Context: an optimization exercise on an open-source flow, tuned for small area, a short achievable clock period and few clock cycles per item. The choices shown serve that exercise and are no tape-out recipe.
The RTL of this run was laid out without a check of its function.
Power is estimated from default activity; no workload was simulated.

===== run.sh =====
#!/bin/bash
# synth_recipe.tcl (not shown) runs the flow's synth.tcl, then flattens the netlist and writes it again
# the make line also repeats each setting of config.mk as NAME=value (left out here)
make -C /OpenROAD-flow-scripts/flow DESIGN_CONFIG=/design/flow/config.mk WORK_HOME=/design/flow/orfs CLKGATE_MAP_FILE= SYNTH_SCRIPT=/design/flow/synth_recipe.tcl finish

===== config.mk =====
export PLATFORM = sky130hd
export DESIGN_NAME = fsm_Hand
export DESIGN_NICKNAME = fsm_Hand
export VERILOG_FILES = /design/flow/design.v
export SDC_FILE = /design/flow/constraint.sdc
export NUM_CORES = 4
export LEC_CHECK = 0
export CAP_MARGIN = 20
export CORE_MARGIN = 2
export CORE_UTILIZATION = 65
export CTS_CLUSTER_DIAMETER = 60
export CTS_CLUSTER_SIZE = 30
export SETUP_SLACK_MARGIN = 4.4
export SLEW_MARGIN = 20

===== constraint.sdc =====
create_clock -name core_clock -period 7.0 [get_ports {clk}]
set_input_delay 1.4000 -clock core_clock [delete_from_list [all_inputs] [get_ports {clk}]]
set_output_delay 1.4000 -clock core_clock [all_outputs]
set_load 0.01 [all_outputs]

===== design.v =====
module svmstorage #(parameter W = 10, parameter DEPTH = 1) (
    input                  clk,
    input                  en,
    input      [W-1:0]     din,
    output     [W-1:0]     tail,
    output     [W-1:0]     pre
);
reg [W-1:0] q [0:DEPTH-1];
integer n;
always @(posedge clk)
    if (en) begin
        q[0] <= din;
        for (n = 1; n < DEPTH; n = n + 1)
            q[n] <= q[n-1];
    end
assign tail = q[DEPTH-1];
assign pre  = q[(DEPTH > 1) ? DEPTH-2 : 0];
endmodule
module testDataModule (
    input              pass,
    input              dbl,
    input              ng,
    input      [10:0]  v,
    output     [11:0]  u
);
wire [11:0] vs  = {v[10], v};
wire [11:0] mag = ({12{pass}} & vs) | ({12{dbl}} & {vs[10:0], 1'b0});
wire [11:0] t   = mag ^ {12{ng}};
assign u = {~t[11], t[10:0]};
endmodule
module fsm_Hand(clk,rst,start,ready,result,write1,write2,SVMin,datain);
input clk,rst,start;
input write1;
input write2;
input signed [8:0] SVMin;
input signed [1:0] datain;
output result;
output ready;
reg ready;
reg result;
localparam IDLE = 2'd0, LW = 2'd1, LX = 2'd2, CP = 2'd3;
reg [1:0] st;
reg [3:0] row, col, k;
wire wbeat = (st == LW) & write1;
wire xbeat = (st == LX) & write2;
reg fin;
always @(posedge clk or negedge rst)
    if (!rst) begin
        st <= IDLE; ready <= 1'b0;
    end else
        case (st)
        IDLE: if (start) begin
                st <= LW; ready <= 1'b0;
              end
        LW:   if (write1 && wl) st <= LX;
        LX:   if (write2 && kh[10]) st <= CP;
        CP:   if (fin) begin
                ready <= 1'b1;
                st    <= IDLE;
              end
        endcase
function [13:0] wdec;           
    input [3:0] r, c;
    integer i;
    begin
        for (i = 0; i <= 10; i = i + 1) wdec[i] = (c == i);
        wdec[11] = (c == r);
        wdec[12] = (c < r);
        wdec[13] = (r == 4'd10) && (c == 4'd10);
    end
endfunction
function [9:0] cdec;
    input [3:0] r, c;
    integer i;
    begin
        for (i = 0; i <= 9; i = i + 1)
            cdec[i] = ((r == i) && (c > i)) || ((r > i) && (c == i));
    end
endfunction
wire [3:0] col_n = (col == 4'd10) ? 4'd0 : col + 4'd1;
wire [3:0] row_n = (col == 4'd10) ? row + 4'd1 : row;
reg  [9:0]  cnd;
reg  [10:0] colh;
reg         dg, lt, wl;
reg  [10:0] kh;
reg  [9:0]  kgt;
always @(posedge clk) begin
    if (st == IDLE) begin
        row <= 4'd0; col <= 4'd0; k <= 4'd0;
        cnd <= cdec(4'd0, 4'd0);
        {wl, lt, dg, colh} <= wdec(4'd0, 4'd0);
        kh <= 11'd1; kgt <= 10'd0;
    end else begin
        if (wbeat) begin
            col <= col_n; row <= row_n;
            cnd <= cdec(row_n, col_n);
            {wl, lt, dg, colh} <= wdec(row_n, col_n);
        end
        if (xbeat) begin
            k <= k + 4'd1;
            kh <= {kh[9:0], 1'b0};
            kgt <= {kgt[8:0], 1'b1};
        end
    end
end
reg [1:0] xv [0:9];
reg [3:0] negs;
wire dm1 = datain[0];
wire dm2 = datain[1] & ~datain[0];
wire ds  = datain[1];
always @(posedge clk) begin : xh
    integer i;
    for (i = 0; i <= 9; i = i + 1)
        if (xbeat && kh[i]) xv[i] <= datain;
    if (st == IDLE) negs <= 4'd0;
    else if (xbeat) negs <= negs + {3'd0, ds};
end
genvar g;
reg [8:0]  Wq;
reg [9:0]  en;
reg        den;
reg        rot;
reg        pend0;               
reg [9:0]  rtail;
reg [9:0]  tp, td, tn;          
reg        kp, kd, kn;          
reg [3:0]  nneg;                
reg        vA, first, last;
always @(posedge clk) begin : ctl
    integer i;
    Wq    <= SVMin;
    den   <= (wbeat & dg) | xbeat;
    rot   <= lt;
    pend0 <= wbeat & cnd[0] & colh[10];
    for (i = 0; i <= 9; i = i + 1) begin
        en[i] <= (wbeat & cnd[i]) | (xbeat & kgt[i]);
        tp[i] <= xbeat & kgt[i] & xv[i][0];
        td[i] <= xbeat & kgt[i] & xv[i][1] & ~xv[i][0];
        tn[i] <= xbeat & kgt[i] & xv[i][1];
    end
    kp    <= xbeat & dm1;
    kd    <= xbeat & dm2;
    kn    <= xbeat & ds;
    nneg  <= xbeat ? negs + {3'd0, ds} : 4'd0;
    vA    <= xbeat;
    first <= xbeat & kh[0];
    last  <= xbeat & kh[10];
end
wire [9:0] tail [0:9];
wire [9:0] pre  [0:9];
wire [8:0] dtail;
reg [9:0] rnext;
always @* begin : rsel_mux
    integer i;
    rnext = 10'd0;
    for (i = 0; i <= 9; i = i + 1)
        rnext = rnext | ({10{colh[i]}} & ((i == 0 && pend0) ? pre[0] : tail[i]));
end
always @(posedge clk)
    rtail <= rnext;
wire [9:0] Wx = {Wq[8], Wq};
wire [9:0] head = rot ? (rtail + Wx) : Wx;
generate
    for (g = 0; g <= 9; g = g + 1) begin : row_q
        svmstorage #(.W(10), .DEPTH(10 - g)) q (.clk(clk), .en(en[g]), .din(head), .tail(tail[g]), .pre(pre[g]));
    end
endgenerate
svmstorage #(.W(9), .DEPTH(11)) dq (.clk(clk), .en(den), .din(Wq), .tail(dtail), .pre());
wire [11:0] u [0:10];
generate
    for (g = 0; g <= 9; g = g + 1) begin : term
        testDataModule t (.pass(tp[g]), .dbl(td[g]), .ng(tn[g]), .v({tail[g][9], tail[g]}), .u(u[g]));
    end
endgenerate
testDataModule td0 (.pass(kp), .dbl(kd), .ng(kn), .v({{2{dtail[8]}}, dtail}), .u(u[10]));
function [31:0] csa;            
    input [15:0] a, b, c;
    begin
        csa[15:0]  = a ^ b ^ c;
        csa[31:16] = {((a & b) | (a & c) | (b & c)), 1'b0};
    end
endfunction
wire [15:0] z [0:11];
generate
    for (g = 0; g <= 10; g = g + 1) begin : zx
        assign z[g] = {4'd0, u[g]};
    end
endgenerate
assign z[11] = {12'hA80, nneg};
wire [31:0] l1a = csa(z[0], z[1], z[2]);
wire [31:0] l1b = csa(z[3], z[4], z[5]);
wire [31:0] l1c = csa(z[6], z[7], z[8]);
wire [31:0] l1d = csa(z[9], z[10], z[11]);
wire [31:0] l2a = csa(l1a[15:0], l1a[31:16], l1b[15:0]);
wire [31:0] l2b = csa(l1b[31:16], l1c[15:0], l1c[31:16]);
reg [15:0] P [0:5];
reg        kpB, kdB, knB, vB, firstB, lastB;
always @(posedge clk) begin
    P[0] <= l2a[15:0]; P[1] <= l2a[31:16];
    P[2] <= l2b[15:0]; P[3] <= l2b[31:16];
    P[4] <= l1d[15:0]; P[5] <= l1d[31:16];
    kpB <= kp; kdB <= kd; knB <= kn;
    vB <= vA; firstB <= first; lastB <= last;
end
wire [31:0] m1a = csa(P[0], P[1], P[2]);
wire [31:0] m1b = csa(P[3], P[4], P[5]);
wire [31:0] m2  = csa(m1a[15:0], m1a[31:16], m1b[15:0]);
wire [31:0] m3  = csa(m2[15:0], m2[31:16], m1b[31:16]);
reg [15:0] Q0, Q1;
reg        kpC, kdC, knC, vC, firstC, lastC;
always @(posedge clk) begin
    Q0 <= m3[15:0]; Q1 <= m3[31:16];
    kpC <= kpB; kdC <= kdB; knC <= knB;
    vC <= vB; firstC <= firstB; lastC <= lastB;
end
wire [15:0] g0 = ({16{kpC}} & Q0) | ({16{kdC}} & {Q0[14:0], 1'b0});
wire [15:0] g1 = ({16{kpC}} & Q1) | ({16{kdC}} & {Q1[14:0], 1'b0});
wire [15:0] o0 = g0 ^ {16{knC}};
wire [15:0] o1 = g1 ^ {16{knC}};
reg  [15:0] Ss, Sc;
wire [15:0] s0 = firstC ? 16'd255 : Ss;
wire [15:0] c0 = firstC ? 16'd0   : Sc;
wire [31:0] n1 = csa(s0, c0, o0);
wire [31:0] n2 = csa(n1[15:0], {n1[31:17], knC}, o1);
always @(posedge clk)
    if (vC) begin
        Ss <= n2[15:0];
        Sc <= {n2[31:17], knC};
    end
always @(posedge clk) fin <= lastC;
wire [15:0] rp = Ss ^ Sc;
wire [15:0] rg = Ss & Sc;
wire        rzero = (rp == {(Ss[14:0] | Sc[14:0]), 1'b0});
reg  [14:0] G [0:4];
reg  [14:0] Pp [0:4];
always @* begin : ks
    integer lv, b, d;
    G[0] = rg[14:0]; Pp[0] = rp[14:0];
    for (lv = 1; lv <= 4; lv = lv + 1) begin
        d = 1 << (lv - 1);
        for (b = 0; b < 15; b = b + 1)
            if (b >= d) begin
                G[lv][b]  = G[lv-1][b] | (Pp[lv-1][b] & G[lv-1][b-d]);
                Pp[lv][b] = Pp[lv-1][b] & Pp[lv-1][b-d];
            end else begin
                G[lv][b]  = G[lv-1][b];
                Pp[lv][b] = Pp[lv-1][b];
            end
    end
end
wire rsign = rp[15] ^ G[4][14];
always @(posedge clk)
    result <= ~rsign & ~rzero;
endmodule

==> summary.md <==
| Metric | Value |
|---|---|
| Critical path endpoint category | register |
| Port bufs | 17 |
| Critical-path cell list | clkdlybuf4s50_1 > and2_1 > buf_4 > nand2_1 > or4b_1 > nand3_1 |
| Final core utilization | 71.0% |
| Synth cell types | 74 |
| Max Slew Vio Count | 0 |
| # diodes | 0 |
| Post-route DRC | 0 |
| Die height | 240 um |
| Antenna violations before repair | 2 |
| Grt peak-use layer | met2 |
| Clk buf depth | 3 |
| Die ar. | between 50,000 and 60,000 um2 |
| RSZ-0062 raised after global routing | yes |
| Post-DP HPWL | ~52,000 um |
| Endpoints failing hold | 0 |
| Crit path arrival time | 3.12 ns |
| Root buffer cell | clkbuf_16 |
| M2 GR Usage | roughly 44% |
| H-tree depth | 2 |
| Skew-Pair Late Insertion Delay | 0.64 ns |
| CTS tree | done |
| Fmax | 391 MHz |
| Starting DRT DRC Count | 1,690 |
| Syn nets | ~2,400 |
| Num rows | 86 |
| Largest net degree at the start of global routing | 82 |
| First-pass GRT wire length | 111,000 um |
| CTS sink cnt | 950 |
| Asr flop ratio synth | less than 1% |
| Final instance area | 39,100 um2 |
| Final period util | 36.6% |
| Slew margin rel. | 28.6% |
| Seq/Total Area, Yosys | slightly above 70% |
| Final setup viols | 0 |
| Crit-path max FO | 41 |
| # IOs | 18 |
| Syn Area/Cell | ~16 um2 |
| Crit path kind | in2reg |
| DP Area | 37,100 um2 |
| Hold Path Class | reg2reg |
| Synth area leaders | edfxtp_1, dfxtp_1, fa_1, xnor2_1, a22oi_1 |
| Power per cell area | 241 nW/um2 |
| Ys Warns | 31 |
| Wire per inst | 25.2 um |
| CP required | 7.56 ns |
| Yosys top cell area share | 58.3% |
| Nets | approximately 2,400 |
| Grt met3 use | approximately 3.2% |
| Top FF cell, synth | edfxtp_1 |
| Vias | 17,700 |
| Area grow syn2layout | 8.12% |
| Num CTS Buffers | 49 |
| Max VDD drop | 245 uV |
| Total power | between 9000 and 10,000 uW |
| Maxcap violations | 0 |
| Overflow after GRT | 0 |
| WL final | 75,400 um |
| Period minus WS final | ~2.6 ns |
| Setup TNS Final | 0 ns |
| Status | timing/DRC/antenna clean |
| Slowest-stage cell, CP | clkdlybuf4s50_1 |
| RD Place Congestion | just over 0.9 |
| Area of the core | 55,000 um2 |
| Final Hold Slack | between 0.3 and 0.4 ns |
| Synth Register Bits | 950 |
| Gr usage total | 26.7% |
| Initial core utilization | 65.7% |
| Vias in the first global route | between 15,000 and 20,000 |
| Worst-path clk slew | approximately 0.09 ns |
| Post-synth EDFFs | 701 |
| Worst-Margin Slew | roughly 1.1 ns |
| DRT Pass-1 Iters | 9 |
| Mapped cell area | 36,100 um2 |
| DRT antenna net count | 0 |
| FILL cells | about 3,500 |
| Leakage | 0.0139 uW |
| Critical Path Max Stage Delay | 0.50 ns |
| Cells after Synth | approximately 2,200 |
| Final Skew | roughly 0.038 ns |
| Worst setup SP type | input port |
| Met1 usage | 37.1% |
| Hold buffers post-CTS | 0 |
| Die W | 240 um |
| Post-synth top area cell | edfxtp_1 |
| Vias per cell | 5.92 |
| Layout cells sized above 1 | approximately 8% |
-- synthesized netlist by cell type, types with 8 or more instances --
| cell type | instances |
|---|---|
| fa_1 | 135 |
| xnor2_1 | 142 |
| o21ai_0 | 31 |
| a31oi_1 | 10 |
| a211oi_1 | 9 |
| a221oi_1 | 13 |
| nand2_1 | 125 |
| edfxtp_1 | 701 |
| nand3_1 | 24 |
| nand4_1 | 17 |
| nor2_1 | 52 |
| a22o_1 | 11 |
| buf_1 | 20 |
| and3_1 | 26 |
| inv_1 | 113 |
| nor2b_1 | 15 |
| clkbuf_1 | 60 |
| mux2_2 | 16 |
| or2_2 | 9 |
| dfxtp_1 | 246 |
| buf_2 | 8 |
| a22oi_1 | 135 |
| ha_1 | 71 |
| xor2_1 | 40 |
| a222oi_1 | 10 |
| a21oi_1 | 58 |
-- state kept, by name, summed over array words and instances (netlist names), 11 cells and up --
register,count
Q0,15
Q1,14
row_q.q.q,550
kh,11
xv,20
Ss,16
dq.q,99
Sc,16
P,74
colh,11
-- routing by layer --
metal,wire length [um],part of all wire (%),up-vias
li1,-,-,7999
met1,31900,42,9014
met4,2710,3.6,0
met5,0,0,-
met3,3870,5.1,124
met2,36900,49,567
-- worst paths after layout --
check	startpoint	end	slack, ns	cells past startpoint
hold reg to reg	vB	vC	0.33	0
setup / recovery	write1	cnd[0]	4.44	6
min in group asynchronous	rst	ready	0.96	1
max in group asynchronous	rst	st[0]	5.90	1
setup reg to reg	col[0]	cnd[6]	4.47	6
hold / removal	vB	vC	0.33	0
-- through the flow --
stage                     setup slack [ns]  std cells
after CTS                             4.42       2988
after global placement                2.72       2892
after floorplan                       4.46       2200
after detailed placement              2.87       2894
final                                 4.44       2991
after global routing                  4.31       2991
-- layout by cell type, fill, tap and decap left out, drive strengths merged, types with 15 or more instances in the layout --
master  netlist  routed
edfxtp      701     701
dfxtp       246     246
xnor2       143     143
a22oi       135     135
fa          135     135
inv         114     130
nand2       125     125
ha           71      71
a21oi        58      58
nor2         53      53
clkbuf       60      51
xor2         41      41
o21ai        32      32
buf          29      30
and3         26      26
nand3        25      26
nand4        17      17
mux2         16      16
nor2b        15      15
clkinv        1      15
-- area by class of cell --
cell class	count	area (um2)	area share [%]
repair buffers	45	417	1.07
clock buffers	51	1230	3.16
multi-input cells	1047	9430	24.1
repair inverters	1	7.51	0.0192
well taps	748	936	2.40
inverters	115	437	1.12
flip-flops and latches	950	26100	66.8
clock inverters	34	514	1.32
-- where the power goes --
group | internal, uW | leakage [uW] | switching, uW
registers | 5970 | 0.00830 | 3.59
clock network | 1460 | 0.000830 | 1930
logic | 20.4 | 0.00474 | 38.0
total | 7450 | 0.0139 | 1970
-- cell families after synthesis --
logic type                 after synthesis  share of synthesized area (%)
AOI/OAI and AO/OA                      327                           6.41
xor gates and xnor gates               184                           4.50
adders and majority gates              206                           9.94
buffers and inverters                  204                           2.16
DFF                                    950                           72.1
muxes                                   20                          0.610
and+or+nand+nor                        309                           4.25
-- repair_timing --
action	in CTS	in global routing
endpoints found under the hold margin	0	0
endpoints found under the setup margin	156	35
gates resized for setup	32	13
gates cloned	1	1
pin swaps	1	2
setup buffers	8	1
-- worst max-delay path, delay by kind of cell --
family,cells,cell delay (ns)
buf+inv,2,0.85
simple gates,4,0.85

## port drivers added, routing unchanged
The results above use ideal ports. As a check the final layout listed here was re-extracted and re-timed, cells and wires unchanged.
Step 1 (the two cells are an assumption about what drives the block):
set clk [get_ports {clk}]
set_driving_cell -lib_cell sky130_fd_sc_hd__clkbuf_16 $clk
set_driving_cell -lib_cell sky130_fd_sc_hd__buf_2 [delete_from_list [all_inputs] $clk]
Step 2 moves the port delays by t, midway between the first and last clock arrival at a register: inputs arrive t later, outputs are due t later. That takes back most of the time a late clock gives input paths.
Slacks: ideal / step 1 / step 2; pairs: ideal / step 1.
shift t [ns]: 0.686
setup slack, ns: 4.439 / 4.405 / 3.792
worst setup path at the end: input to register
After both steps this run still meets setup and hold. The setup slack of this run moves by -0.034 ns with the drivers and by -0.647 ns with both steps.
